This is an optimization exercise on Yosys and OpenROAD, whose aim is small area, not a production implementation. At most, simulation tests tie the RTL to the original design; equivalence was not proved. Function not checked in run 7: the RTL went through the layout flow alone. Power is estimated from default activity; no workload was simulated.

<file path="design.v">
module risc_v
(
 input   wire                        CLK,
 input   wire                        RST,
 output  wire     [31:0]             PC,
 input   wire     [31:0]             Instr,
 output  wire                        MemWrite,
 output  wire     [31:0]             DataAdr,
 output  wire     [31:0]             WriteData,
 input   wire     [31:0]             ReadData
);
 reg  [4:0] cnt;
 reg        ph;      
 reg        run;     
 always @(posedge CLK or negedge RST)
   if (!RST) begin
     cnt <= 5'd0;
     ph  <= 1'b0;
     run <= 1'b0;
   end else begin
     cnt <= cnt + 5'd1;
     if (cnt == 5'd31) begin
       if (run) ph <= ~ph;
       run <= 1'b1;
     end
   end
 wire c0  = (cnt == 5'd0);
 wire c2  = (cnt == 5'd2);
 wire c31 = (cnt == 5'd31);
 wire p1  = run & ~ph;
 wire p2  = run & ph;
 wire [6:0] op   = Instr[6:0];
 wire [2:0] f3   = Instr[14:12];
 wire isLd  = (op == 7'b0000011);
 wire isSt  = (op == 7'b0100011);
 wire isR   = (op == 7'b0110011);
 wire isI   = (op == 7'b0010011);
 wire isBr  = (op == 7'b1100011);
 wire isJal = (op == 7'b1101111);
 wire isAlu = isR | isI;
 wire fSlt  = (f3 == 3'b010);
 wire fOr   = (f3 == 3'b110);
 wire fAdd  = (f3 == 3'b000);
 wire sltu  = isAlu & fSlt;
 wire subop = isR & fAdd & Instr[30];
 wire doOr  = isAlu & fOr;
 wire doAnd = isAlu & ~(fAdd | fSlt | fOr);
 reg  [2:0] k;
 reg  [4:0] rdl;     
 wire wr   = k[2] | (k[1] & k[0]);
 wire jmp  = ~k[2] & k[1];
 wire st   = ~k[2] & ~k[1] & k[0];
 wire ld   = k[2] & ~k[1] & k[0];
 wire        swap = p1 ? isSt : (ph & st);
 wire [4:0]  adr2 = ph ? rdl : Instr[24:20];
 wire        wen  = swap | (p2 & wr);
 wire [31:0] rout;
 wire        wbit;
 reg  [31:0] wd;                        
 wire        wbus = run & (swap ? wd[0] : wbit);
 wire [3:0] wl;
 wire [7:0] wh;
 genvar g;
 generate
   for (g = 0; g < 4; g = g + 1) begin : dl
     assign wl[g] = ~run | (wen & (adr2[1:0] == g));
   end
   for (g = 0; g < 8; g = g + 1) begin : dh
     assign wh[g] = ~run | (adr2[4:2] == g);
   end
   for (g = 0; g < 31; g = g + 1) begin : rf
     reg  [31:0] x;
     wire we = wl[g % 4] & wh[g / 4];
     always @(posedge CLK)
       x <= {(we ? wbus : x[0]), x[31:1]};
     assign rout[g] = x[0];
   end
 endgenerate
 assign rout[31] = wd[0];
 wire a = rout[Instr[19:15]];
 wire b = rout[adr2];
 reg im;
 wire sb = isSt | isBr;
 always @(*) begin
   case (cnt)
     5'd0:  im = isSt ? Instr[7] : ((isBr | isJal) ? 1'b0 : Instr[20]);
     5'd1:  im = sb ? Instr[8]  : Instr[21];
     5'd2:  im = sb ? Instr[9]  : Instr[22];
     5'd3:  im = sb ? Instr[10] : Instr[23];
     5'd4:  im = sb ? Instr[11] : Instr[24];
     5'd5:  im = Instr[25];
     5'd6:  im = Instr[26];
     5'd7:  im = Instr[27];
     5'd8:  im = Instr[28];
     5'd9:  im = Instr[29];
     5'd10: im = Instr[30];
     5'd11: im = isBr ? Instr[7] : (isJal ? Instr[20] : Instr[31]);
     5'd12: im = isJal ? Instr[12] : Instr[31];
     5'd13: im = isJal ? Instr[13] : Instr[31];
     5'd14: im = isJal ? Instr[14] : Instr[31];
     5'd15: im = isJal ? Instr[15] : Instr[31];
     5'd16: im = isJal ? Instr[16] : Instr[31];
     5'd17: im = isJal ? Instr[17] : Instr[31];
     5'd18: im = isJal ? Instr[18] : Instr[31];
     5'd19: im = isJal ? Instr[19] : Instr[31];
     default: im = Instr[31];
   endcase
 end
 reg  [31:0] pc_r;
 reg  [31:0] da;
 reg         c;      
 reg         e;      
 wire opA  = a & ~(isBr | isJal);
 wire opB  = isR ? b : im;
 wire inv  = subop | sltu;
 wire opBx = opB ^ inv;
 wire cin  = c0 ? (inv & ~ph) : c;
 wire sum  = opA ^ opBx ^ cin;
 wire cout = (opA & opBx) | (opA & cin) | (opBx & cin);
 wire res  = doOr ? (opA | opB) : (doAnd ? (opA & opB) : sum);
 wire eqin   = (c0 | e) & ~(a ^ b);
 wire pa     = pc_r[0];
 wire addend = jmp ? da[0] : c2;
 wire psum   = pa ^ addend ^ cin;
 wire pcout  = (pa & addend) | (pa & cin) | (addend & cin);
 wire inc    = c2 | (e & ~c0);
 wire link   = pa ^ inc;
 wire ldcap  = ph & c0 & ld;
 always @(posedge CLK) begin
   c  <= ph ? pcout : cout;
   e  <= ph ? (pa & inc) : eqin;
   da <= {res, (ldcap ? ReadData[31:1] : da[31:1])};
   if (~p1)
     pc_r <= {(run & psum), pc_r[31:1]};
   if (p1 & c31) begin
     rdl <= isSt ? Instr[24:20] : Instr[11:7];
     if (isLd)       k <= 3'b101;
     else if (isSt)  k <= 3'b001;
     else if (isJal) k <= 3'b011;
     else if (isBr)  k <= eqin ? 3'b010 : 3'b000;
     else if (isAlu) k <= sltu ? (cout ? 3'b110 : 3'b111) : 3'b100;
     else            k <= 3'b000;
   end
 end
 assign wbit = ~k[2] ? link :
               k[1]  ? (k[0] & c0) :
               ((k[0] & c0) ? ReadData[0] : da[0]);
 wire we31 = p2 & wr & (rdl == 5'd31);
 always @(posedge CLK)
   wd <= {(~run ? 1'b0 : swap ? b : we31 ? wbit : wd[0]), wd[31:1]};
 assign PC        = pc_r;
 assign DataAdr   = da;
 assign WriteData = wd;
 assign MemWrite  = p2 & c0 & st;
endmodule
</file>
<file path="flow/run.sh">
#!/bin/bash
# Own flow: the standard layout (standard.sh, synth_recipe.tcl) with
#  - an area-oriented ABC script for the combinational logic (the registers,
#    their names and cells are those of the standard synthesis),
#  - the smallest buffer on the ports,
#  - a clock tree of the buffers below, without dummy loads.
# make's full output goes to standard.log; ORFS keeps each step's log
# under orfs/logs.
set -euo pipefail
here=$(pwd)
rm -rf "$here/scripts"
cp -r "$FLOW_HOME/scripts" "$here/scripts"
cp "$here/flow/abc_area.script" "$here/scripts/abc_speed.script"
export SCRIPTS_DIR="$here/scripts"
export BUFFER_PORTS_ARGS="-buffer_cell sky130_fd_sc_hd__buf_1"
export CTS_ARGS="-sink_clustering_enable -repair_clock_nets -dont_use_dummy_load -buf_list sky130_fd_sc_hd__buf_4 -sink_clustering_size 14 -sink_clustering_max_diameter 40"
bash standard.sh > standard.log 2>&1
</file>
<file path="flow/abc_area.script">
strash
&get -n
&st
&synch2
&if -K 6
&mfs
&st
&dch -f
&put
amap
topo
</file>
<file path="standard.sh">
#!/bin/bash
# synth_recipe.tcl (not shown) runs the flow's synth.tcl, then flattens the netlist and writes it again
# the make line also repeats each setting of config.mk as NAME=value (left out here)
make -C /OpenROAD-flow-scripts/flow DESIGN_CONFIG=/design/flow/config.mk WORK_HOME=/design/flow/orfs CLKGATE_MAP_FILE= SYNTH_SCRIPT=/design/flow/synth_recipe.tcl "${@:-finish}"
</file>
<file path="config.mk">
export PLATFORM = sky130hd
export DESIGN_NAME = risc_v
export DESIGN_NICKNAME = risc_v
export VERILOG_FILES = /design/flow/design.v
export SDC_FILE = /design/flow/constraint.sdc
export NUM_CORES = 8
export LEC_CHECK = 0
export CAP_MARGIN = 20
export CORE_MARGIN = 2
export CORE_UTILIZATION = 60
export PLACE_DENSITY = 0.85
export SLEW_MARGIN = 20
</file>
<file path="constraint.sdc">
create_clock -name core_clock -period 20.0 [get_ports {CLK}]
set_input_delay 4.0000 -clock core_clock [delete_from_list [all_inputs] [get_ports {CLK}]]
set_output_delay 4.0000 -clock core_clock [all_outputs]
set_load 0.01 [all_outputs]
</file>
==> flow_summary.json, run 1 <==
{
  "netlist_top_cells_count": "1058 x dfxtp_1, 97 x nor2_1, 44 x a21oi_1, 44 x o22a_1, 40 x edfxtp_1",
  "fillers": 2704,
  "ys.flop_type": "dfxtp_1",
  "cp_max_fo": 11,
  "ios": 163,
  "power_density_nw_per_um2": 118,
  "yosysTopAreaCellShare_pct": 85.6,
  "async_flop_share_pct": 0.633,
  "grt_max_degree": 33,
  "hpwlAfterDp_mm": 27.5,
  "crit_path_top_delay_cell": "o32ai_1",
  "postSynthCellCount": 1487,
  "slew_viol_final": 0,
  "reg2reg_setup_slack_ns": 15.27,
  "p_leak_uw": 0.0103,
  "hold_ws_ns": 0.231,
  "post-place-cells": 2183,
  "ctsHoldBuffers": 0,
  "crit_buf_inv": 4,
  "synth_top_area_cell": "dfxtp_1",
  "p_total_uw": 3170,
  "place.gp.congestion": 0.925,
  "fin_crit_sh_pct": 35.6,
  "cts_root_buffer": "buf_4",
  "path_clk_slew_ns": 0.12,
  "syn-cell-area_um2": 24700,
  "setup_tns_ns": 0,
  "finClkSkew_ns": 0.115,
  "insertion_delay_ns": 0.74,
  "r2r.worst_path.cells": 12,
  "die_x_um": 207,
  "antenna_left": 0,
  "timing.critical_path.from": "Instr[5]",
  "post_cts_resized": 0,
  "cp.required_ns": 20.35,
  "cp-end-kind": "flip-flop",
  "drive_above_1_share_pct": 5.89,
  "slew_headroom_pct": 38.8,
  "vias_per_cell": 4.84,
  "yosysMostFrequentCell": "dfxtp_1",
  "final_util_pct": 65.8,
  "ir_drop_v": 0.0000833,
  "fin_cells": 2285,
  "setup_viol_count_final": 0,
  "crit_cells": 16,
  "yosysUniqueCellTypes": 39,
  "port_buffers": 162,
  "nNetsFinal": 1827,
  "synth.avg_cell_area_um2": 16.6,
  "rr_startpoint": "ph",
  "status": "no timing/DRC/antenna violations",
  "seq_area_um2": 22600,
  "period_needed_ns": 7.11,
  "grt_pass1_wl_mm": 62.5,
  "cts_htree_levels": 3,
  "hp-class": "flip-flop to flip-flop",
  "multi_input_area_um2": 2060,
  "fmax_mhz": 141,
  "vias": 11100,
  "syn_to_final_growth_pct": 8.29,
  "post_cts_buffers": 0,
  "dieArea_um2": 42900,
  "firstDrtPassIters": 6,
  "worst_pin_slew_ns": 0.918,
  "drc": 0,
  "cap_violations": 0,
  "seq_area_frac_synth_pct": 91.1,
  "hold_viol_final": 0,
  "yosys-top-cells-area": "dfxtp_1 86%, edfxtp_1 4.9%, o22a_1 1.6%",
  "cpLargestDelayFamily": "compound AO/OA/AOI/OAI gates",
  "antenna_found_initial": 2,
  "rows": 74,
  "initial_core_util_pct": 60.7,
  "worstSetupPathType": "input port to flip-flop",
  "track_usage_pct": 18.9,
  "clock_sinks": 1105,
  "arrival_ns": 7.46,
  "drtIter0Drc": 637,
  "rsz0062_at_grt": "false",
  "start_kind": "input port",
  "grt_pass1_vias": 11400,
  "max_stage_delay_ns": 0.55,
  "cts_tree": "built",
  "die_h_um": 207,
  "core_area_um2": 40700,
  "critPathCapture": "k[0]",
  "synth_warnings": 1,
  "cts_max_path_buffers": 3,
  "synth_edf_count": 40,
  "syn_nets": 1562,
  "r2r-end": "k[0]",
  "crit_chain": "buf_1 > clkinv_1 > nor2_1 > nand2_1 > nor2_1 > buf_4 > clkinv_1 > nand2_1 > o21ai_0 > a2111oi_0 > o41ai_1 > o32ai_1 > a21oi_1 > fa_1 > a31oi_1 > o21ai_0",
  "wirelength_mm": 40.4,
  "overflow": 0,
  "ys_ff_latch": 1105,
  "wire_per_inst_um": 17.7,
  "numCtsBuffers": 99
}
[cells in the final DEF, fill, tap and decap left out, types with 2 or more instances in the layout]
cell type and instances:
a2111oi_0 5, o22ai_1 22, nor4_1 2, diode_2 3
a22oi_1 12, edfxtp_1 40, ha_1 7, dfxtp_1 1058
o21a_1 2, o22a_1 44, nor2b_1 2, o32ai_1 2
nand2_1 31, nand3_1 4, o21ai_0 10, o221ai_1 11
a32oi_1 4, or2_0 2, a31oi_1 9, clkinv_1 36
buf_4 102, nor3_1 9, a21oi_1 44, nor2_1 97
dfrtp_1 7, nand4_1 3, fa_1 2, buf_1 162
a221oi_1 8
[power breakdown]
group / leakage [µW] / switching (µW) / total (µW) / internal (µW)
Sequential: 0.00892 / 16.3 / 2250 / 2240
Clock: 0.000476 / 584 / 835 / 251
Combinational: 0.000863 / 46.3 / 85.0 / 38.7
[routing by layer]
| metal | routed length (µm) | up-vias | track usage, % |
|---|---|---|---|
| li1 | - | 5401 | - |
| met1 | 18400 | 5233 | 24.6 |
| met2 | 18600 | 347 | 30.6 |
| met3 | 2140 | 89 | 4.53 |
| met4 | 1290 | 0 | 7.73 |
| met5 | 0 | - | 0 |
[stage by stage]
| stage | setup WS [ns] | area [µm²] |
|---|---|---|
| after global routing | 12.30 | 26800 |
| after detailed placement | 12.33 | 26000 |
| after floorplan | 12.59 | 24700 |
| after global placement | 12.29 | 26000 |
| final | 12.89 | 26800 |
| after CTS | 12.99 | 26800 |
[cell type report]
cell class | instances | share of cell area, %
antenna | 3 | 0.0280
inverter | 36 | 0.504
multi-input combinational | 345 | 7.69
timing repair buffer | 165 | 2.35
clock buffer | 99 | 2.77
tap | 532 | 2.48
sequential | 1105 | 84.2
[worst min-delay path by stage]
stage | from | end | cells past startpoint
3_5_place_dp | rf[17].x[26] | rf[17].x[25] | 0
5_1_grt | rf[0].x[31] | rf[0].x[30] | 0
6_report | rf[29].x[1] | rf[29].x[0] | 0
4_1_cts | rf[0].x[31] | rf[0].x[30] | 0
3_3_place_gp | rf[10].x[1] | rf[10].x[0] | 0
2_1_floorplan | rf[0].x[1] | rf[0].x[0] | 0
[kinds of logic (layout without fill, tap and decap cells)]
logic type,count (synthesis),in the layout,share of synthesized area (%)
other,0,3,0
adders and majority gates,9,9,0.516
buffers and inverters,37,300,0.576
AOI/OAI and AO/OA,182,182,5.21
and+or+nand+nor,154,154,2.56
DFF,1105,1105,91.1
[state kept, by name (all words and copies together) (netlist names)]
name  count
c         1
cnt       5
da       32
e         1
k         3
pc_r     32
ph        1
rdl       5
rf.x    992
run       1
wd       32
==> run 2, diff against run 1 <==
--- a/flow/run.sh
+++ b/flow/run.sh
@@ -13,5 +13,5 @@
 cp "$here/flow/abc_area.script" "$here/scripts/abc_speed.script"
 export SCRIPTS_DIR="$here/scripts"
 export BUFFER_PORTS_ARGS="-buffer_cell sky130_fd_sc_hd__buf_1"
-export CTS_ARGS="-sink_clustering_enable -repair_clock_nets -dont_use_dummy_load -buf_list sky130_fd_sc_hd__buf_4 -sink_clustering_size 14 -sink_clustering_max_diameter 40"
+export CTS_ARGS="-sink_clustering_enable -repair_clock_nets -dont_use_dummy_load -buf_list sky130_fd_sc_hd__buf_4 -sink_clustering_size 13 -sink_clustering_max_diameter 40"
 bash standard.sh > standard.log 2>&1
==> flow_summary.json, run 2 <==
{
  "fin_ws_ns": 12.82,
  "setup_viol_count_final": 0,
  "hpwlAfterDp_mm": 27.5,
  "p_clk_share_pct": 26.6,
  "async_flop_share_pct": 0.633,
  "synth_edf_count": 40,
  "largest_register_ffs": 992,
  "post-place-cells": 2183,
  "yosysMostFrequentCell": "dfxtp_1",
  "seq_area_frac_synth_pct": 91.1,
  "post_cts_resized": 0,
  "p_comb_share_pct": 2.7,
  "pre_cts_ws_ns": 12.33,
  "synthMuxAreaShare_pct": 0,
  "cts_tree": "built",
  "path_clk_slew_ns": 0.11,
  "cp-end-kind": "flip-flop",
  "netlist_top_cells_count": "1058 x dfxtp_1, 97 x nor2_1, 44 x a21oi_1, 44 x o22a_1, 40 x edfxtp_1",
  "crit_path_top_delay_cell": "o32ai_1",
  "post_cts_buffers": 0,
  "initial_core_util_pct": 60.7,
  "syn-cell-area_um2": 24700,
  "dieArea_um2": 42900,
  "layout_common_cells": "1058 x dfxtp_1, 162 x buf_1, 105 x buf_4",
  "postSynthCellCount": 1487,
  "ios": 163,
  "r2r.worst_path.cells": 12,
  "synth-simple-area-share_pct": 2.56,
  "syn_to_final_growth_pct": 8.38,
  "worst_pin_slew_ns": 0.858,
  "antenna_found_initial": 5,
  "nNetsFinal": 1830,
  "final_common_cell": "dfxtp_1",
  "pwr-share-seq_pct": 70.8,
  "port_buffers": 162,
  "cap_violations": 0,
  "reg2reg_setup_slack_ns": 15.35,
  "syn_nets": 1562,
  "fin_cells": 2288,
  "route.met3.wl_mm": 2.66,
  "vias": 11100,
  "arrival_ns": 7.49,
  "synthAdderAreaFrac_pct": 0.516,
  "firstDrtPassIters": 9,
  "wirelength_mm": 40.8,
  "numCtsBuffers": 102,
  "hold_viol_final": 0,
  "ys_ff_latch": 1105,
  "synth.avg_cell_area_um2": 16.6,
  "switchingPower_uw": 650,
  "r2r-end": "k[0]",
  "synth_warnings": 1,
  "synth_top_family_by_area": "compound AO/OA/AOI/OAI gates",
  "drc": 0,
  "die_h_um": 207,
  "max_stage_delay_ns": 0.55,
  "power_density_nw_per_um2": 119,
  "slew_viol_final": 0,
  "setup_tns_ns": 0,
  "hp-class": "flip-flop to flip-flop",
  "start_kind": "input port",
  "yosysTopAreaCellShare_pct": 85.6,
  "min_path_cells": 0,
  "wire_per_inst_um": 17.8,
  "synth_top_area_cell": "dfxtp_1",
  "rows": 74,
  "place.gp.congestion": 0.925,
  "insertion_delay_ns": 0.71,
  "rsz0062_at_grt": "false",
  "cts_htree_levels": 3,
  "synth_xor_area_share_pct": 0,
  "overflow": 0,
  "vias_per_cell": 4.87,
  "die_x_um": 207,
  "cts_max_path_buffers": 3,
  "crit_chain": "buf_1 > clkinv_1 > nor2_1 > nand2_1 > nor2_1 > buf_4 > clkinv_1 > nand2_1 > o21ai_0 > a2111oi_0 > o41ai_1 > o32ai_1 > a21oi_1 > fa_1 > a31oi_1 > o21ai_0",
  "fmax_mhz": 139,
  "final_util_pct": 65.8,
  "cp_max_fo": 11,
  "track_usage_pct": 18.9,
  "min_to": "rf[29].x[0]",
  "fin_crit_sh_pct": 35.9,
  "p_leak_uw": 0.0103,
  "yosys-top-cells-area": "dfxtp_1 86%, edfxtp_1 4.9%, o22a_1 1.6%",
  "cts_root_buffer": "buf_4",
  "internal_power_uw": 2530,
  "core_area_um2": 40700,
  "finClkSkew_ns": 0.129,
  "slew_headroom_pct": 42.8,
  "top_layer_used": "met4",
  "m1WireLength_mm": 17.9,
  "worstSetupPathType": "input port to flip-flop",
  "antenna_left": 0,
  "yosysUniqueCellTypes": 39,
  "drive_above_1_share_pct": 6.05,
  "ir_drop_v": 0.0000783,
  "met2_length_mm": 18.6,
  "clock_sinks": 1105,
  "top_register": "rf.x",
  "period_needed_ns": 7.18,
  "min-delay-start": "rf[29].x[1]",
  "p_sw_share_pct": 20.4,
  "drtIter0Drc": 712,
  "cp.required_ns": 20.31,
  "status": "no timing/DRC/antenna violations",
  "synth_compound_gate_area_share_pct": 5.21,
  "rr_startpoint": "ph",
  "ctsHoldBuffers": 0,
  "grt_max_degree": 33,
  "grt_pass1_wl_mm": 62.4,
  "grt_pass1_vias": 11400,
  "ys.flop_type": "dfxtp_1"
}
run 2: cell counts after synthesis:
No cell type changed its count.
run 2: worst max-delay path by stage:
stage / start / to / slack, ns / cells past startpoint
final: Instr[5] / k[0] / 12.82 / 16
after global routing: Instr[5] / k[0] / 12.25 / 16
after CTS: Instr[5] / k[0] / 12.95 / 16
after detailed placement: Instr[5] / k[0] / 12.33 / 16
after global placement: Instr[5] / k[0] / 12.29 / 16
after floorplan: Instr[1] / rf[0].x[31] / 12.59 / 9
run 2: logic make-up after synthesis:
logic type,after synthesis
buffers and inverters,37
adders and majority gates,9
and+or+nand+nor,154
AOI/OAI and AO/OA,182
DFF,1105
run 2: per-stage QoR:
| step | power, µW | instance area, µm² | hold WS (ns) |
|---|---|---|---|
| final | 3180 | 26800 | 0.210 |
| after global routing | 3300 | 26800 | 0.207 |
| after CTS | 3210 | 26800 | 0.215 |
| after detailed placement | 2390 | 26000 | 0.312 |
| after global placement | 2390 | 26000 | 0.310 |
| after floorplan | 2350 | 24700 | 0.310 |
run 2: power groups by stage:
stage	clock network (µW)	logic, µW	registers [µW]
final	846	85.0	2250
after global routing	951	91.5	2250
after detailed placement	0	85.0	2300
after CTS	875	85.6	2250
after global placement	0	83.6	2300
after floorplan	0	37.1	2310
run 2: critical path, delay by kind of cell:
kind	cells	cell delay, ns
adder cells (fa/ha/maj)	1	0.47
buffers and inverters	4	0.62
AND/OR/NAND/NOR	4	0.59
AO/OA/AOI/OAI	7	1.81
run 2: final cells by class:
class | instances | area (µm²)
clock buffer | 102 | 766
multi-input combinational | 345 | 2060
tap | 532 | 666
timing repair buffer | 165 | 631
fill | 2705 | 13900
inverter | 36 | 135
sequential | 1105 | 22600
antenna | 3 | 7.51
run 2: routing by layer:
metal / vias to the layer above / global-route usage [%]
met5: - / 0
li1: 5405 / -
met3: 98 / 4.62
met1: 5227 / 24.2
met2: 405 / 30.3
met4: 0 / 9.36
==> run 3, diff against run 2 <==
--- a/design.v
+++ b/design.v
@@ -79,32 +79,26 @@
  assign rout[31] = wd[0];
  wire a = rout[Instr[19:15]];
  wire b = rout[adr2];
+ wire [15:0] i20 = {5'b0, Instr[30:20]};
+ wire [7:0]  i7  = {3'b0, Instr[11:7]};
+ wire [7:0]  i12 = Instr[19:12];
+ wire m20 = i20[cnt[3:0]];                  
+ wire m7  = i7[cnt[2:0]];                   
+ wire m12 = i12[{cnt[4], cnt[1:0]}];        
+ wire sb = isSt | isBr;
+ wire lo5  = (cnt[4:3] == 2'b00) & (cnt[2:0] <= 3'd4);    
+ wire lo11 = (cnt[4] == 1'b0) & (cnt[3:0] <= 4'd10);      
+ wire k11  = (cnt == 5'd11);
+ wire kj   = (cnt >= 5'd12) & (cnt <= 5'd19);
  reg im;
- wire sb = isSt | isBr;
  always @(*) begin
-   case (cnt)
-     5'd0:  im = isSt ? Instr[7] : ((isBr | isJal) ? 1'b0 : Instr[20]);
-     5'd1:  im = sb ? Instr[8]  : Instr[21];
-     5'd2:  im = sb ? Instr[9]  : Instr[22];
-     5'd3:  im = sb ? Instr[10] : Instr[23];
-     5'd4:  im = sb ? Instr[11] : Instr[24];
-     5'd5:  im = Instr[25];
-     5'd6:  im = Instr[26];
-     5'd7:  im = Instr[27];
-     5'd8:  im = Instr[28];
-     5'd9:  im = Instr[29];
-     5'd10: im = Instr[30];
-     5'd11: im = isBr ? Instr[7] : (isJal ? Instr[20] : Instr[31]);
-     5'd12: im = isJal ? Instr[12] : Instr[31];
-     5'd13: im = isJal ? Instr[13] : Instr[31];
-     5'd14: im = isJal ? Instr[14] : Instr[31];
-     5'd15: im = isJal ? Instr[15] : Instr[31];
-     5'd16: im = isJal ? Instr[16] : Instr[31];
-     5'd17: im = isJal ? Instr[17] : Instr[31];
-     5'd18: im = isJal ? Instr[18] : Instr[31];
-     5'd19: im = isJal ? Instr[19] : Instr[31];
-     default: im = Instr[31];
-   endcase
+   if (c0 & (isBr | isJal))       im = 1'b0;
+   else if (lo5 & sb)             im = m7;
+   else if (lo11)                 im = m20;
+   else if (k11 & isBr)           im = Instr[7];
+   else if (k11 & isJal)          im = Instr[20];
+   else if (kj & isJal)           im = m12;
+   else                           im = Instr[31];
  end
  reg  [31:0] pc_r;
  reg  [31:0] da;
--- a/config.mk
+++ b/config.mk
@@ -7,6 +7,6 @@
 export LEC_CHECK = 0
 export CAP_MARGIN = 20
 export CORE_MARGIN = 2
-export CORE_UTILIZATION = 60
-export PLACE_DENSITY = 0.85
+export CORE_UTILIZATION = 50
+export PLACE_DENSITY = 0.8
 export SLEW_MARGIN = 20
==> flow_summary.json, run 3 <==
{
  "status": "no timing/DRC/antenna violations",
  "ys.flop_type": "dfxtp_1",
  "synth.avg_cell_area_um2": 16.7,
  "finClkSkew_ns": 0.125,
  "hold_viol_final": 0,
  "cp.required_ns": 16.00,
  "drc": 0,
  "fillers": 3821,
  "ir_drop_v": 0.0000624,
  "clock_sinks": 1105,
  "die_h_um": 226,
  "netlist_top_cells_count": "1058 x dfxtp_1, 92 x nor2_1, 46 x a21oi_1, 40 x edfxtp_1, 37 x o22a_1",
  "yosys-top-cells-area": "dfxtp_1 86%, edfxtp_1 4.9%, nor2_1 1.4%",
  "hpwlAfterDp_mm": 25.8,
  "overflow": 0,
  "worstSetupPathType": "flip-flop to output port",
  "grt_max_degree": 33,
  "initial_core_util_pct": 50.5,
  "ys_ff_latch": 1105,
  "cp_max_fo": 13,
  "dieArea_um2": 51200,
  "fin_crit_sh_pct": 37.0,
  "p_leak_uw": 0.0102,
  "wire_per_inst_um": 16.2,
  "antenna_found_initial": 5,
  "worst_pin_slew_ns": 1.11,
  "cts_htree_levels": 3,
  "rows": 81,
  "synth_warnings": 1,
  "ios": 163,
  "synth_edf_count": 40,
  "insertion_delay_ns": 0.77,
  "post_cts_buffers": 0,
  "syn_to_final_growth_pct": 9.18,
  "final_common_cell": "dfxtp_1",
  "reg2reg_setup_slack_ns": 15.58,
  "async_flop_share_pct": 0.633,
  "r2r.worst_path.cells": 14,
  "drive_above_1_share_pct": 6.35,
  "drtIter0Drc": 634,
  "largest_register_ffs": 992,
  "path_clk_slew_ns": 0.11,
  "power_density_nw_per_um2": 118,
  "antenna_left": 0,
  "numCtsBuffers": 103,
  "fin_cells": 2418,
  "place.gp.congestion": 0.834,
  "slew_viol_final": 0,
  "final_util_pct": 55.2,
  "synth_top_area_cell": "dfxtp_1",
  "hold_ws_ns": 0.249,
  "cts_root_buffer": "buf_4",
  "slew_headroom_pct": 25.8,
  "firstDrtPassIters": 5,
  "syn-cell-area_um2": 24700,
  "track_usage_pct": 15.3,
  "grt_pass1_vias": 11200,
  "timing.critical_path.from": "cnt[1]",
  "fin_ws_ns": 12.61,
  "ctsHoldBuffers": 0,
  "die_x_um": 226,
  "seq_area_frac_synth_pct": 91.4,
  "min-delay-start": "rf[22].x[14]",
  "core_area_um2": 48800,
  "post_cts_resized": 0,
  "wirelength_mm": 39.2,
  "yosysMostFrequentCell": "dfxtp_1",
  "setup_tns_ns": 0,
  "layout_common_cells": "1058 x dfxtp_1, 162 x buf_1, 107 x buf_4",
  "cp-end-kind": "output port",
  "top_register": "rf.x",
  "rsz0062_at_grt": "false",
  "cts_tree": "built",
  "fmax_mhz": 135,
  "yosysTopAreaCellShare_pct": 85.8,
  "grt_pass1_wl_mm": 59.9,
  "post-place-cells": 2310,
  "start_kind": "flip-flop",
  "vias": 11100,
  "setup_viol_count_final": 0,
  "nNetsFinal": 1824,
  "min_to": "rf[22].x[13]",
  "r2r-end": "k[0]",
  "cts_max_path_buffers": 3,
  "period_needed_ns": 7.39,
  "postSynthCellCount": 1481,
  "rr_startpoint": "ph",
  "hp-class": "flip-flop to flip-flop",
  "yosysUniqueCellTypes": 35,
  "syn_nets": 1554,
  "port_buffers": 162,
  "pre_cts_ws_ns": 12.59,
  "min_path_cells": 0,
  "cap_violations": 0,
  "arrival_ns": 3.39,
  "vias_per_cell": 4.59
}
run 3: cell count changes in the layout (fill, tap and decap cells not counted), moves of 3 or more:
cell      change
nand2_1       -5
o221ai_1      -9
a221oi_1     +10
o22a_1        -7
a22oi_1      -11
nor2_1        -5
or3_1         +4
o22ai_1      +12
a32oi_1       +5
or2_0         +3
run 3: worst max-delay path by stage:
stage	endpoint	slack, ns	depth (start not counted)
3_3_place_gp	k[0]	12.59	14
5_1_grt	MemWrite	12.31	7
3_5_place_dp	k[0]	12.59	14
4_1_cts	MemWrite	12.56	7
6_report	MemWrite	12.61	7
2_1_floorplan	k[0]	12.67	12
run 3: cell type report:
cell class | count | area, µm² | area share (%)
antenna | 5 | 12.5 | 0.0464
clock buffer | 103 | 773 | 2.87
inverter | 36 | 135 | 0.501
sequential | 1105 | 22600 | 83.7
tap | 664 | 831 | 3.08
multi-input combinational | 339 | 2010 | 7.46
timing repair buffer | 166 | 638 | 2.37
run 3: metrics by stage:
step	cell area (µm²)	total power [µW]
final	27000	3180
after global routing	27000	3310
after CTS	26900	3220
after detailed placement	26200	2390
after global placement	26200	2380
after floorplan	24700	2340
run 3: cell families (layout without fill, tap and decap cells):
kind of cell | count (synthesis) | count (layout) | share of synthesized area [%]
fa+ha+maj | 7 | 7 | 0.416
buf+inv | 37 | 305 | 0.578
simple gates | 148 | 148 | 2.48
other cells | 0 | 5 | 0
flops | 1105 | 1105 | 91.4
compound gates | 184 | 184 | 5.17
run 3: layer usage:
layer  global-route usage, %  wire length [µm]  vias to the layer above
met5                       0                 0                        -
met4                    7.68              1420                        0
met3                    4.45              2510                       93
met2                    24.7             17800                      385
met1                    18.9             17500                     5212
li1                        -                 -                     5400
run 3: critical path, stage by stage (launching register included):
cell and delay, ns:
dfrtp_1 0.57, clkinv_1 0.39, ha_1 0.22, clkinv_1 0.08
nor3_1 0.52, clkinv_1 0.37, nor3_1 0.38, buf_1 0.21
run 3: where the power goes:
group	internal [µW]	total (µW)	switching (µW)
registers	2240	2250	17.3
clock network	261	846	585
logic	37.6	83.5	46.0
total	2530	3180	648
==> run 4, diff against run 3 <==
--- a/config.mk
+++ b/config.mk
@@ -7,6 +7,6 @@
 export LEC_CHECK = 0
 export CAP_MARGIN = 20
 export CORE_MARGIN = 2
-export CORE_UTILIZATION = 50
-export PLACE_DENSITY = 0.8
+export CORE_UTILIZATION = 60
+export PLACE_DENSITY = 0.85
 export SLEW_MARGIN = 20
==> flow_summary.json, run 4 <==
{
  "firstDrtPassIters": 5,
  "antenna_found_initial": 5,
  "ys_ff_latch": 1105,
  "postSynthCellCount": 1481,
  "cp.required_ns": 16.00,
  "path_clk_slew_ns": 0.11,
  "final_common_cell": "dfxtp_1",
  "setup_tns_ns": 0,
  "numCtsBuffers": 102,
  "status": "no timing/DRC/antenna violations",
  "initial_core_util_pct": 60.6,
  "cp_max_fo": 13,
  "fillers": 2710,
  "crit_chain": "clkinv_1 > ha_1 > clkinv_1 > nor3_1 > clkinv_1 > nor3_1 > buf_1",
  "wirelength_mm": 40.3,
  "wire_per_inst_um": 17.6,
  "crit_path_top_delay_cell": "nor3_1",
  "ctsHoldBuffers": 0,
  "slew_headroom_pct": 29.1,
  "met2_length_mm": 19.1,
  "nNetsFinal": 1823,
  "m1WireLength_mm": 17.7,
  "die_h_um": 207,
  "seq_area_frac_synth_pct": 91.4,
  "slew_viol_final": 0,
  "yosysUniqueCellTypes": 35,
  "cap_violations": 0,
  "drive_above_1_share_pct": 6.24,
  "setup_viol_count_final": 0,
  "rr_startpoint": "ph",
  "r2r.worst_path.cells": 14,
  "vias_per_cell": 4.84,
  "cts_tree": "built",
  "synth_warnings": 1,
  "syn_to_final_growth_pct": 8.43,
  "hpwlAfterDp_mm": 26.9,
  "antenna_left": 0,
  "fin_crit_sh_pct": 36.4,
  "min_to": "rf[20].x[19]",
  "final_util_pct": 65.7,
  "async_flop_share_pct": 0.633,
  "synth_edf_count": 40,
  "post_cts_buffers": 0,
  "post_cts_resized": 0,
  "r2r-end": "k[0]",
  "finalInstanceArea_um2": 26800,
  "grt_pass1_vias": 11100,
  "dieArea_um2": 42800,
  "start_kind": "flip-flop",
  "max_stage_delay_ns": 0.55,
  "hp-class": "flip-flop to flip-flop",
  "die_x_um": 207,
  "min_path_cells": 0,
  "p_leak_uw": 0.0102,
  "insertion_delay_ns": 0.72,
  "rsz0062_at_grt": "false",
  "ir_drop_v": 0.0000729,
  "yosys-top-cells-area": "dfxtp_1 86%, edfxtp_1 4.9%, nor2_1 1.4%",
  "period_needed_ns": 7.28,
  "arrival_ns": 3.28,
  "top_register": "rf.x",
  "reg2reg_setup_slack_ns": 15.54,
  "yosysTopAreaCellShare_pct": 85.8,
  "grt_pass1_wl_mm": 60.0,
  "worstSetupPathType": "flip-flop to output port",
  "crit_path_frequent_cell": "clkinv_1",
  "vias": 11100,
  "core_area_um2": 40700,
  "top_layer_used": "met5",
  "layout_common_cells": "1058 x dfxtp_1, 162 x buf_1, 106 x buf_4",
  "syn_nets": 1554,
  "grt_max_degree": 33,
  "fmax_mhz": 137,
  "synth.avg_cell_area_um2": 16.7,
  "overflow": 0,
  "cp-end-kind": "output port",
  "route.met3.wl_mm": 2.28,
  "largest_register_ffs": 992,
  "synth_top_area_cell": "dfxtp_1",
  "finClkSkew_ns": 0.0578,
  "syn-cell-area_um2": 24700,
  "ys.flop_type": "dfxtp_1",
  "place.gp.congestion": 0.832,
  "cts_root_buffer": "buf_4",
  "p_total_uw": 3190,
  "rows": 74,
  "placed_cell_area_um2": 26000,
  "hold_viol_final": 0,
  "drc": 0,
  "port_buffers": 162,
  "yosysMostFrequentCell": "dfxtp_1",
  "worst_pin_slew_ns": 1.06,
  "track_usage_pct": 18.7,
  "cts_htree_levels": 3,
  "power_density_nw_per_um2": 119,
  "cts_max_path_buffers": 3,
  "ios": 163,
  "min-delay-start": "rf[20].x[20]",
  "pre_cts_ws_ns": 12.56,
  "netlist_top_cells_count": "1058 x dfxtp_1, 92 x nor2_1, 46 x a21oi_1, 40 x edfxtp_1, 37 x o22a_1",
  "drtIter0Drc": 592,
  "clock_sinks": 1105,
  "fin_ws_ns": 12.72
}
==> run 4: cell counts after synthesis <==
Identical to the previous run, type by type.
==> run 4: layout make-up <==
class                   count  area (µm²)  share of cell area (%)
diodes                      2        5.00                  0.0187
clock buffers             102         766                    2.86
inverters                  36         135                   0.505
multi-input cells         339        2010                    7.49
flip-flops and latches   1105       22600                    84.3
well taps                 532         666                    2.49
repair buffers            166         638                    2.38
==> run 4: worst max-delay path, delay by kind of cell, from the launching register on <==
family	cells	cell delay (ns)
adder cells (fa/ha/maj)	1	0.21
AND/OR/NAND/NOR	2	0.89
flip-flops	1	0.52
buffers and inverters	4	0.96
==> run 4: where the power goes <==
| part | internal, µW | total (µW) | switching [µW] |
|---|---|---|---|
| sequential | 2240 | 2250 | 16.9 |
| clock | 259 | 851 | 592 |
| combinational | 37.6 | 83.4 | 45.8 |
| total | 2530 | 3190 | 655 |
==> run 4: kinds of logic after synthesis <==
logic type / share of synthesized area [%]
compound gates: 5.17
fa+ha+maj: 0.416
buf+inv: 0.578
flops: 91.4
simple gates: 2.48
==> run 4: worst max path at each step <==
| stage | start | end | slack, ns | cells past startpoint |
|---|---|---|---|---|
| 2_1_floorplan | Instr[21] | k[0] | 12.67 | 12 |
| 6_report | cnt[1] | MemWrite | 12.72 | 7 |
| 4_1_cts | cnt[1] | MemWrite | 12.59 | 7 |
| 3_3_place_gp | Instr[21] | k[0] | 12.58 | 14 |
| 5_1_grt | cnt[1] | MemWrite | 12.50 | 7 |
| 3_5_place_dp | Instr[21] | k[0] | 12.56 | 14 |
==> run 4: per-layer routing <==
| layer | vias up | GRT usage (%) |
|---|---|---|
| met5 | - | 0 |
| li1 | 5394 | - |
| met4 | 4 | 8.28 |
| met1 | 5203 | 23.1 |
| met2 | 366 | 31.8 |
| met3 | 89 | 3.97 |
==> run 4: through the flow <==
stage / std cells / hold WS, ns
6_report: 2282 / 0.275
5_1_grt: 2281 / 0.275
4_1_cts: 2280 / 0.281
3_5_place_dp: 2178 / 0.312
3_3_place_gp: 2178 / 0.310
2_1_floorplan: 1481 / 0.310
==> run 5, diff against run 4 <==
==> flow/abc_area.script (replaced) <==
strash
&get -n
&st
&synch2
&if -K 5
&mfs
&st
&synch2
&if -K 6
&mfs
&st
&dch -f
&put
amap
topo
==> flow_summary.json, run 5 <==
{
  "hpwlAfterDp_mm": 26.3,
  "vias_per_cell": 4.79,
  "synth_xor_area_share_pct": 0,
  "drc": 0,
  "synth_compound_gate_area_share_pct": 4.99,
  "netlist_top_cells_count": "1058 x dfxtp_1, 109 x nor2_1, 45 x o22a_1, 40 x a21oi_1, 40 x edfxtp_1",
  "final_common_cell": "dfxtp_1",
  "finClkSkew_ns": 0.0818,
  "start_kind": "input port",
  "hp-class": "flip-flop to flip-flop",
  "ir_drop_v": 0.0000742,
  "die_x_um": 207,
  "post_cts_buffers": 0,
  "period_needed_ns": 7.19,
  "power_density_nw_per_um2": 119,
  "place.gp.congestion": 0.846,
  "cp_max_fo": 9,
  "antenna_found_initial": 1,
  "cap_violations": 0,
  "arrival_ns": 7.56,
  "synth_warnings": 1,
  "insertion_delay_ns": 0.72,
  "layout_common_cells": "1058 x dfxtp_1, 162 x buf_1, 109 x nor2_1",
  "top_register": "rf.x",
  "overflow": 0,
  "cp.required_ns": 20.38,
  "slew_viol_final": 0,
  "initial_core_util_pct": 60.5,
  "synth-simple-area-share_pct": 2.67,
  "ys_ff_latch": 1105,
  "synth_edf_count": 40,
  "path_clk_slew_ns": 0.10,
  "drive_above_1_share_pct": 6.19,
  "fin_crit_sh_pct": 35.9,
  "crit_chain": "buf_1 > o22ai_1 > clkinv_1 > nor4_1 > nor3_1 > o32ai_1 > nand2_1 > o41ai_1 > a21oi_1 > fa_1 > a31oi_1 > o21ai_0",
  "dieArea_um2": 42700,
  "cts_max_path_buffers": 3,
  "ctsHoldBuffers": 0,
  "worst_pin_slew_ns": 0.875,
  "slew_headroom_pct": 41.4,
  "synthAdderAreaFrac_pct": 0.416,
  "grt_pass1_wl_mm": 57.9,
  "placed_cell_area_um2": 26000,
  "p_leak_uw": 0.0103,
  "fillers": 2697,
  "numCtsBuffers": 104,
  "vias": 10900,
  "grt_pass1_vias": 11000,
  "yosys-top-cells-area": "dfxtp_1 86%, edfxtp_1 4.9%, nor2_1 1.7%",
  "syn_nets": 1552,
  "cts_htree_levels": 3,
  "status": "no timing/DRC/antenna violations",
  "rows": 74,
  "core_area_um2": 40700,
  "worstSetupPathType": "input port to flip-flop",
  "yosysUniqueCellTypes": 39,
  "fmax_mhz": 139,
  "postSynthCellCount": 1479,
  "ios": 163,
  "setup_tns_ns": 0,
  "ys.flop_type": "dfxtp_1",
  "synth_top_area_cell": "dfxtp_1",
  "largest_register_ffs": 992,
  "wirelength_mm": 38.9,
  "post_cts_resized": 0,
  "yosysMostFrequentCell": "dfxtp_1",
  "track_usage_pct": 18.1,
  "antenna_left": 0,
  "cts_tree": "built",
  "seq_area_frac_synth_pct": 91.4,
  "p_total_uw": 3190,
  "port_buffers": 162,
  "synth_top_family_by_area": "compound AO/OA/AOI/OAI gates",
  "final_util_pct": 65.6,
  "clock_sinks": 1105,
  "cts_root_buffer": "buf_4",
  "firstDrtPassIters": 5,
  "rsz0062_at_grt": "false",
  "die_h_um": 207,
  "hold_viol_final": 0,
  "max_stage_delay_ns": 0.70,
  "wire_per_inst_um": 17.0,
  "nNetsFinal": 1821,
  "grt_max_degree": 33,
  "synthMuxAreaShare_pct": 0,
  "multi_input_area_um2": 2000,
  "cp-end-kind": "flip-flop",
  "async_flop_share_pct": 0.633,
  "yosysTopAreaCellShare_pct": 85.9,
  "syn_to_final_growth_pct": 8.40,
  "crit_path_top_delay_cell": "o22ai_1",
  "seq_area_um2": 22600,
  "syn-cell-area_um2": 24700,
  "synth.avg_cell_area_um2": 16.7,
  "drtIter0Drc": 623,
  "finalInstanceArea_um2": 26700,
  "setup_viol_count_final": 0
}
==> run 5: cell type report <==
| class | count | area share [%] |
|---|---|---|
| clock buffers | 104 | 2.92 |
| flip-flops and latches | 1105 | 84.4 |
| well taps | 532 | 2.49 |
| repair buffers | 164 | 2.33 |
| multi-input cells | 343 | 7.47 |
| inverters | 30 | 0.421 |
| diodes | 2 | 0.0187 |
==> run 5: logic make-up (layout without fill, tap and decap cells) <==
logic type,after synthesis,count (layout)
AOI/OAI and AO/OA,178,178
adders and majority gates,7,7
buffers and inverters,31,298
DFF,1105,1105
other,0,2
and+or+nand+nor,158,158
==> run 5: path summary, 6_finish.rpt <==
kind,start,to,slack [ns],depth (start not counted)
max in group asynchronous,RST,cnt[0],16.40,1
max reg2reg,ph,k[0],15.05,12
max,Instr[23],k[0],12.81,12
min,rf[1].x[22],rf[1].x[21],0.27,0
min reg2reg,rf[1].x[22],rf[1].x[21],0.27,0
min in group asynchronous,RST,ph,3.22,1
==> run 5: worst max-delay path: cells and delay by family <==
family / cells / cell delay, ns
buf+inv: 2 / 0.65
compound gates: 6 / 1.89
fa+ha+maj: 1 / 0.45
simple gates: 3 / 0.57
==> run 5: metrics by stage <==
step           instances  hold WS [ns]  worst slack (ns)
6_report            2280         0.268             12.81
5_1_grt             2279         0.260             12.53
4_1_cts             2278         0.267             12.93
3_5_place_dp        2174         0.312             12.18
3_3_place_gp        2174         0.310             12.26
2_1_floorplan       1479         0.310             12.68
==> run 5: where the power goes <==
group | switching (µW) | internal [µW]
sequential | 16.5 | 2240
combinational | 47.4 | 38.6
clock | 584 | 264
==> run 5: routing by layer <==
layer | wire length, µm | track usage [%]
met4 | 1210 | 7.55
met1 | 17000 | 22.6
met2 | 17900 | 30.4
met3 | 2800 | 4.49
met5 | 0 | 0
==> run 6, diff against run 5 <==
--- a/flow/run.sh
+++ b/flow/run.sh
@@ -13,5 +13,5 @@
 cp "$here/flow/abc_area.script" "$here/scripts/abc_speed.script"
 export SCRIPTS_DIR="$here/scripts"
 export BUFFER_PORTS_ARGS="-buffer_cell sky130_fd_sc_hd__buf_1"
-export CTS_ARGS="-sink_clustering_enable -repair_clock_nets -dont_use_dummy_load -buf_list sky130_fd_sc_hd__buf_4 -sink_clustering_size 13 -sink_clustering_max_diameter 40"
+export CTS_ARGS="-sink_clustering_enable -repair_clock_nets -dont_use_dummy_load -buf_list sky130_fd_sc_hd__buf_4 -sink_clustering_size 12 -sink_clustering_max_diameter 45"
 bash standard.sh > standard.log 2>&1
==> flow/abc_area.script (replaced) <==
strash
&get -n
&st
&synch2
&if -K 6
&mfs
&st
&dch -f
&put
amap
topo
==> flow_summary.json, run 6 <==
{
  "async_flop_share_pct": 0.633,
  "setup_tns_ns": 0,
  "ios": 163,
  "place.gp.congestion": 0.832,
  "post_cts_buffers": 0,
  "rsz0062_at_grt": "false",
  "slew_headroom_pct": 31.5,
  "die_x_um": 207,
  "ys.flop_type": "dfxtp_1",
  "cts_htree_levels": 3,
  "vias_per_cell": 4.88,
  "pre_cts_ws_ns": 12.56,
  "netlist_top_cells_count": "1058 x dfxtp_1, 92 x nor2_1, 46 x a21oi_1, 40 x edfxtp_1, 37 x o22a_1",
  "timing.critical_path.from": "cnt[1]",
  "worstSetupPathType": "flip-flop to output port",
  "antenna_found_initial": 4,
  "r2r.worst_path.cells": 14,
  "final_common_cell": "dfxtp_1",
  "post_cts_resized": 0,
  "die_h_um": 207,
  "cap_violations": 0,
  "syn_nets": 1554,
  "insertion_delay_ns": 0.70,
  "synth_edf_count": 40,
  "ys_ff_latch": 1105,
  "cts_max_path_buffers": 3,
  "cts_root_buffer": "buf_4",
  "hpwlAfterDp_mm": 26.9,
  "yosysUniqueCellTypes": 35,
  "drc": 0,
  "reg2reg_setup_slack_ns": 15.52,
  "grt_pass1_wl_mm": 60.3,
  "antenna_left": 0,
  "overflow": 0,
  "synth_warnings": 1,
  "layout_common_cells": "1058 x dfxtp_1, 162 x buf_1, 108 x buf_4",
  "initial_core_util_pct": 60.6,
  "p_leak_uw": 0.0102,
  "track_usage_pct": 18.7,
  "rr_startpoint": "ph",
  "ctsHoldBuffers": 0,
  "clock_sinks": 1105,
  "firstDrtPassIters": 5,
  "postSynthCellCount": 1481,
  "power_density_nw_per_um2": 119,
  "p_total_uw": 3190,
  "slew_viol_final": 0,
  "period_needed_ns": 7.31,
  "syn_to_final_growth_pct": 8.49,
  "drtIter0Drc": 537,
  "top_register": "rf.x",
  "fin_cells": 2284,
  "yosysMostFrequentCell": "dfxtp_1",
  "finClkSkew_ns": 0.0577,
  "critPathCapture": "MemWrite",
  "synth_top_area_cell": "dfxtp_1",
  "fin_crit_sh_pct": 36.5,
  "largest_register_ffs": 992,
  "synth.avg_cell_area_um2": 16.7,
  "arrival_ns": 3.31,
  "worst_pin_slew_ns": 1.02,
  "fmax_mhz": 137,
  "grt_pass1_vias": 11200,
  "status": "no timing/DRC/antenna violations",
  "yosysTopAreaCellShare_pct": 85.8,
  "hold_viol_final": 0,
  "setup_viol_count_final": 0,
  "rows": 74,
  "cp.required_ns": 16.00,
  "vias": 11100,
  "wirelength_mm": 40.1,
  "syn-cell-area_um2": 24700,
  "hp-class": "flip-flop to flip-flop",
  "seq_area_frac_synth_pct": 91.4,
  "cts_tree": "built",
  "wire_per_inst_um": 17.5,
  "post-place-cells": 2178,
  "grt_max_degree": 33,
  "yosys-top-cells-area": "dfxtp_1 86%, edfxtp_1 4.9%, nor2_1 1.4%",
  "r2r-end": "k[0]",
  "port_buffers": 162,
  "drive_above_1_share_pct": 6.34,
  "ir_drop_v": 0.0000917,
  "dieArea_um2": 42800,
  "nNetsFinal": 1825,
  "cp_max_fo": 13,
  "cp-end-kind": "output port",
  "numCtsBuffers": 104,
  "path_clk_slew_ns": 0.10,
  "start_kind": "flip-flop",
  "core_area_um2": 40700,
  "fin_ws_ns": 12.69
}
-- run 6: routing by layer --
| layer | vias to the layer above | track usage [%] | wire (µm) |
|---|---|---|---|
| met1 | 5262 | 23.1 | 17300 |
| met4 | 4 | 8.28 | 1430 |
| met2 | 377 | 31.7 | 18800 |
| li1 | 5400 | - | - |
| met3 | 92 | 4.07 | 2490 |
| met5 | - | 0 | 23 |
-- run 6: worst min-delay path by stage --
stage,from,end,cells after the start
after floorplan,rf[0].x[1],rf[0].x[0],0
after global placement,rf[14].x[1],rf[14].x[0],0
after detailed placement,rf[15].x[3],rf[15].x[2],0
after CTS,rf[9].x[19],rf[9].x[18],0
after global routing,rf[9].x[19],rf[9].x[18],0
final,rf[9].x[28],rf[9].x[27],0
-- run 6: cell families (layout without fill, tap and decap cells) --
group / Yosys count / after routing / share of synthesized area (%)
other cells: 0 / 2 / 0
buf+inv: 37 / 306 / 0.578
simple gates: 148 / 148 / 2.48
flops: 1105 / 1105 / 91.4
compound gates: 184 / 184 / 5.17
fa+ha+maj: 7 / 7 / 0.416
-- run 6: cell type report --
cell class	instances	area, µm²
well taps	532	666
multi-input cells	339	2010
repair buffers	166	638
clock buffers	104	781
flip-flops and latches	1105	22600
fillers	2696	14000
inverters	36	135
diodes	2	5.00
-- run 6: where the power goes --
part | internal (µW) | total [µW] | switching [µW]
registers | 2230 | 2250 | 17.0
clock network | 264 | 850 | 586
logic | 37.6 | 84.0 | 46.3
total | 2540 | 3190 | 649
-- run 6: critical path: stages (launching register included) --
cell	delay (ns)
dfrtp_1	0.53
clkinv_1	0.29
ha_1	0.21
clkinv_1	0.08
nor3_1	0.55
clkinv_1	0.39
nor3_1	0.36
buf_1	0.23
-- run 6: metrics by stage --
stage	area [µm²]	hold slack (ns)	utilization, %
final	26800	0.297	65.8
after global routing	26800	0.292	65.7
after CTS	26800	0.297	65.7
after detailed placement	26000	0.312	63.8
after global placement	26000	0.310	63.8
after floorplan	24700	0.310	-
==> run 7, diff against run 6 <==
--- a/design.v
+++ b/design.v
@@ -18,15 +18,15 @@
      ph  <= 1'b0;
      run <= 1'b0;
    end else begin
-     cnt <= cnt + 5'd1;
-     if (cnt == 5'd31) begin
+     cnt <= {cnt[3:0], cnt[4] ^ cnt[2] ^ (cnt[3:0] == 4'd0)};
+     if (cnt == 5'd16) begin
        if (run) ph <= ~ph;
        run <= 1'b1;
      end
    end
  wire c0  = (cnt == 5'd0);
  wire c2  = (cnt == 5'd2);
- wire c31 = (cnt == 5'd31);
+ wire c31 = (cnt == 5'd16);    
  wire p1  = run & ~ph;
  wire p2  = run & ph;
  wire [6:0] op   = Instr[6:0];
@@ -79,26 +79,32 @@
  assign rout[31] = wd[0];
  wire a = rout[Instr[19:15]];
  wire b = rout[adr2];
- wire [15:0] i20 = {5'b0, Instr[30:20]};
- wire [7:0]  i7  = {3'b0, Instr[11:7]};
- wire [7:0]  i12 = Instr[19:12];
- wire m20 = i20[cnt[3:0]];                  
- wire m7  = i7[cnt[2:0]];                   
- wire m12 = i12[{cnt[4], cnt[1:0]}];        
+ reg im;
  wire sb = isSt | isBr;
- wire lo5  = (cnt[4:3] == 2'b00) & (cnt[2:0] <= 3'd4);    
- wire lo11 = (cnt[4] == 1'b0) & (cnt[3:0] <= 4'd10);      
- wire k11  = (cnt == 5'd11);
- wire kj   = (cnt >= 5'd12) & (cnt <= 5'd19);
- reg im;
  always @(*) begin
-   if (c0 & (isBr | isJal))       im = 1'b0;
-   else if (lo5 & sb)             im = m7;
-   else if (lo11)                 im = m20;
-   else if (k11 & isBr)           im = Instr[7];
-   else if (k11 & isJal)          im = Instr[20];
-   else if (kj & isJal)           im = m12;
-   else                           im = Instr[31];
+   case (cnt)
+     5'd0 : im = isSt ? Instr[7] : ((isBr | isJal) ? 1'b0 : Instr[20]);    
+     5'd1 : im = sb ? Instr[8] : Instr[21];    
+     5'd2 : im = sb ? Instr[9] : Instr[22];    
+     5'd4 : im = sb ? Instr[10] : Instr[23];    
+     5'd9 : im = sb ? Instr[11] : Instr[24];    
+     5'd18: im = Instr[25];    
+     5'd5 : im = Instr[26];    
+     5'd11: im = Instr[27];    
+     5'd22: im = Instr[28];    
+     5'd12: im = Instr[29];    
+     5'd25: im = Instr[30];    
+     5'd19: im = isBr ? Instr[7] : (isJal ? Instr[20] : Instr[31]);    
+     5'd7 : im = isJal ? Instr[12] : Instr[31];    
+     5'd15: im = isJal ? Instr[13] : Instr[31];    
+     5'd31: im = isJal ? Instr[14] : Instr[31];    
+     5'd30: im = isJal ? Instr[15] : Instr[31];    
+     5'd28: im = isJal ? Instr[16] : Instr[31];    
+     5'd24: im = isJal ? Instr[17] : Instr[31];    
+     5'd17: im = isJal ? Instr[18] : Instr[31];    
+     5'd3 : im = isJal ? Instr[19] : Instr[31];    
+     default: im = Instr[31];
+   endcase
  end
  reg  [31:0] pc_r;
  reg  [31:0] da;
--- a/flow/run.sh
+++ b/flow/run.sh
@@ -13,5 +13,5 @@
 cp "$here/flow/abc_area.script" "$here/scripts/abc_speed.script"
 export SCRIPTS_DIR="$here/scripts"
 export BUFFER_PORTS_ARGS="-buffer_cell sky130_fd_sc_hd__buf_1"
-export CTS_ARGS="-sink_clustering_enable -repair_clock_nets -dont_use_dummy_load -buf_list sky130_fd_sc_hd__buf_4 -sink_clustering_size 12 -sink_clustering_max_diameter 45"
+export CTS_ARGS="-sink_clustering_enable -repair_clock_nets -dont_use_dummy_load -buf_list sky130_fd_sc_hd__clkbuf_4 -sink_clustering_size 12 -sink_clustering_max_diameter 35"
 bash standard.sh > standard.log 2>&1
==> flow_summary.json, run 7 <==
{
  "min_to": "rf[17].x[11]",
  "r2r-end": "k[0]",
  "finalInstanceArea_um2": 26900,
  "pwr-share-seq_pct": 70.9,
  "syn_nets": 1584,
  "reg2reg_setup_slack_ns": 14.79,
  "final_common_cell": "dfxtp_1",
  "switchingPower_uw": 649,
  "numCtsBuffers": 111,
  "cts_htree_levels": 3,
  "synth_warnings": 1,
  "cp-end-kind": "flip-flop",
  "max_stage_delay_ns": 0.84,
  "netlist_top_cells_count": "1058 x dfxtp_1, 109 x nor2_1, 43 x clkinv_1, 40 x edfxtp_1, 39 x o22a_1",
  "timing.critical_path.from": "Instr[22]",
  "hpwlAfterDp_mm": 27.0,
  "rsz0062_at_grt": "false",
  "top_register": "rf.x",
  "crit_path_top_delay_cell": "o22ai_1",
  "place.gp.congestion": 0.888,
  "die_h_um": 207,
  "use_met1_pct": 23.8,
  "wirelength_mm": 40.1,
  "seq_area_frac_synth_pct": 91.1,
  "worst_pin_slew_ns": 1.09,
  "postSynthCellCount": 1515,
  "fin_crit_sh_pct": 37.0,
  "placed_cell_area_um2": 26100,
  "syn-cell-area_um2": 24800,
  "setup_viol_count_final": 0,
  "r2r.worst_path.cells": 14,
  "antenna_found_initial": 7,
  "antenna_left": 0,
  "fmax_mhz": 135,
  "cts_max_path_buffers": 3,
  "synth_edf_count": 40,
  "p_comb_share_pct": 2.6,
  "vias_per_cell": 4.89,
  "cts_tree": "built",
  "internal_power_uw": 2530,
  "layout_common_cells": "1058 x dfxtp_1, 162 x buf_1, 111 x clkbuf_4",
  "grt-busiest-layer": "met2",
  "yosysUniqueCellTypes": 35,
  "post_cts_resized": 0,
  "cp_max_fo": 13,
  "met2_usage_pct": 29.9,
  "ios": 163,
  "syn_to_final_growth_pct": 8.67,
  "die_x_um": 207,
  "crit_buf_inv": 2,
  "grt_pass1_wl_mm": 62.1,
  "synth.avg_cell_area_um2": 16.3,
  "p_total_uw": 3180,
  "cp.required_ns": 20.49,
  "rr_startpoint": "ph",
  "yosys-top-cells-area": "dfxtp_1 86%, edfxtp_1 4.8%, nor2_1 1.7%",
  "drtIter0Drc": 836,
  "ctsHoldBuffers": 0,
  "largest_register_ffs": 992,
  "use_met3_pct": 4.79,
  "port_buffers": 162,
  "crit_chain": "buf_1 > o22ai_1 > clkinv_1 > a32oi_1 > o22ai_1 > nand2_1 > o21ai_0 > a211oi_1 > o31ai_1 > nand2_1 > o21ai_0 > fa_1 > a31oi_1 > o21ai_0",
  "synth_top_area_cell": "dfxtp_1",
  "wire_per_inst_um": 17.2,
  "fin_cells": 2329,
  "clock_sinks": 1105,
  "p_sw_share_pct": 20.4,
  "drive_above_1_share_pct": 6.48,
  "period_needed_ns": 7.40,
  "fillers": 2743,
  "arrival_ns": 7.88,
  "core_area_um2": 40800,
  "status": "no timing/DRC/antenna violations",
  "finClkSkew_ns": 0.103,
  "post-place-cells": 2211,
  "firstDrtPassIters": 5,
  "rows": 74,
  "hold_viol_final": 0,
  "track_usage_pct": 18.7,
  "cap_violations": 0,
  "power_density_nw_per_um2": 118,
  "insertion_delay_ns": 0.83,
  "cpLargestDelayFamily": "compound AO/OA/AOI/OAI gates",
  "path_clk_slew_ns": 0.11,
  "grt_pass1_vias": 11700,
  "yosysMostFrequentCell": "dfxtp_1",
  "setup_tns_ns": 0,
  "seq_area_um2": 22600,
  "dieArea_um2": 42900,
  "hp-class": "flip-flop to flip-flop",
  "async_flop_share_pct": 0.633,
  "grt_max_degree": 33,
  "p_clk_share_pct": 26.4,
  "crit_path_frequent_cell": "o21ai_0",
  "min-delay-start": "rf[17].x[12]",
  "drc": 0,
  "start_kind": "input port",
  "ir_drop_v": 0.0000739,
  "cts_root_buffer": "clkbuf_4",
  "final_util_pct": 65.9,
  "ys.flop_type": "dfxtp_1",
  "multi_input_area_um2": 2050,
  "worstSetupPathType": "input port to flip-flop",
  "initial_core_util_pct": 60.7,
  "min_path_cells": 0,
  "slew_headroom_pct": 27.0,
  "post_cts_buffers": 0,
  "yosysTopAreaCellShare_pct": 85.5,
  "slew_viol_final": 0,
  "overflow": 0,
  "vias": 11400,
  "ys_ff_latch": 1105,
  "p_leak_uw": 0.0103,
  "nNetsFinal": 1861
}
==> run 7: logic make-up after synthesis <==
kind of cell,share of synthesized area [%]
adders and majority gates,0.212
AOI/OAI and AO/OA,4.98
DFF,91.1
buffers and inverters,0.682
and+or+nand+nor,3.06
==> run 7: power by group through the flow <==
| stage | logic [µW] | clock network (µW) | registers (µW) |
|---|---|---|---|
| after floorplan | 35.1 | 0 | 2310 |
| after global routing | 89.7 | 951 | 2260 |
| final | 83.2 | 840 | 2250 |
| after detailed placement | 83.5 | 0 | 2300 |
| after CTS | 83.9 | 871 | 2250 |
| after global placement | 82.8 | 0 | 2300 |
==> run 7: worst max path at each step <==
stage            to  depth (start not counted)
2_1_floorplan  k[0]                         13
3_3_place_gp   k[0]                         14
3_5_place_dp   k[0]                         14
4_1_cts        k[0]                         14
5_1_grt        k[0]                         14
6_report       k[0]                         14
==> run 7: layout make-up <==
cell class / instances / share of cell area [%]
Timing Repair Buffer: 165 / 2.34
Tap cell: 532 / 2.47
Antenna cell: 7 / 0.0651
Clock buffer: 111 / 3.10
Inverter: 43 / 0.600
Sequential cell: 1105 / 83.8
Multi-Input combinational cell: 366 / 7.61
==> run 7: layer usage <==
metal | up-vias | wire, µm | part of all wire [%]
met5 | - | 0 | 0
met2 | 440 | 18500 | 46
met3 | 98 | 2650 | 6.6
met4 | 0 | 1630 | 4.1
li1 | 5546 | - | -
met1 | 5315 | 17300 | 43
==> run 7: worst reg2reg max path, stage by stage, from the launching register on <==
cell and delay (ns):
dfrtp_1 0.69, clkinv_1 0.39, o22ai_1 0.92, clkinv_1 0.62, a32oi_1 0.35, o22ai_1 0.10, nand2_1 0.09, o21ai_0 0.08
a211oi_1 0.60, o31ai_1 0.19, nand2_1 0.09, o21ai_0 0.11, fa_1 0.43, a31oi_1 0.17, o21ai_0 0.10
==> run 7: per-stage QoR <==
step | worst slack (ns) | hold slack [ns]
2_1_floorplan | 12.46 | 0.310
3_5_place_dp | 11.87 | 0.312
3_3_place_gp | 11.72 | 0.310
5_1_grt | 12.24 | 0.250
4_1_cts | 12.69 | 0.253
6_report | 12.60 | 0.258

## separate check: timing with driven ports
In the flow no input, the clock included, has a driving cell. The finished layouts below were timed again as built, in two steps.
Step 1, drivers: a clkbuf_16 drives CLK and a buf_2 each remaining input, both assumed.
Step 2 also shifts input and output timing later by t, the mid clock arrival at the registers, as if the neighbouring blocks saw the same clock.
Slacks: ideal ports / drivers / drivers and shift; pairs: ideal ports / drivers.
| run | t (ns) | setup slack, ns | worst setup path at the end | slew at the worst register clock pin (ns) |
|---|---|---|---|---|
| run 1 | 0.732 | 12.890 / 12.908 / 12.176 | input to register | 0.13 / 0.13 |
| run 2 | 0.696 | 12.817 / 12.833 / 12.138 | input to register | 0.12 / 0.12 |
| run 3 | 0.730 | 12.606 / 12.565 / 12.527 | input to register | 0.11 / 0.11 |
| run 4 | 0.727 | 12.719 / 12.676 / 12.482 | input to register | 0.12 / 0.12 |
| run 5 | 0.727 | 12.813 / 12.832 / 12.105 | input to register | 0.12 / 0.12 |
| run 6 | 0.712 | 12.694 / 12.652 / 12.502 | input to register | 0.11 / 0.11 |
| run 7 | 0.822 | 12.604 / 12.598 / 11.776 | input to register | 0.12 / 0.12 |
After both steps setup and hold are still met in every run listed. The setup slack of run 7, which loses most, moves by -0.006 ns with the drivers and by -0.828 ns with both steps.
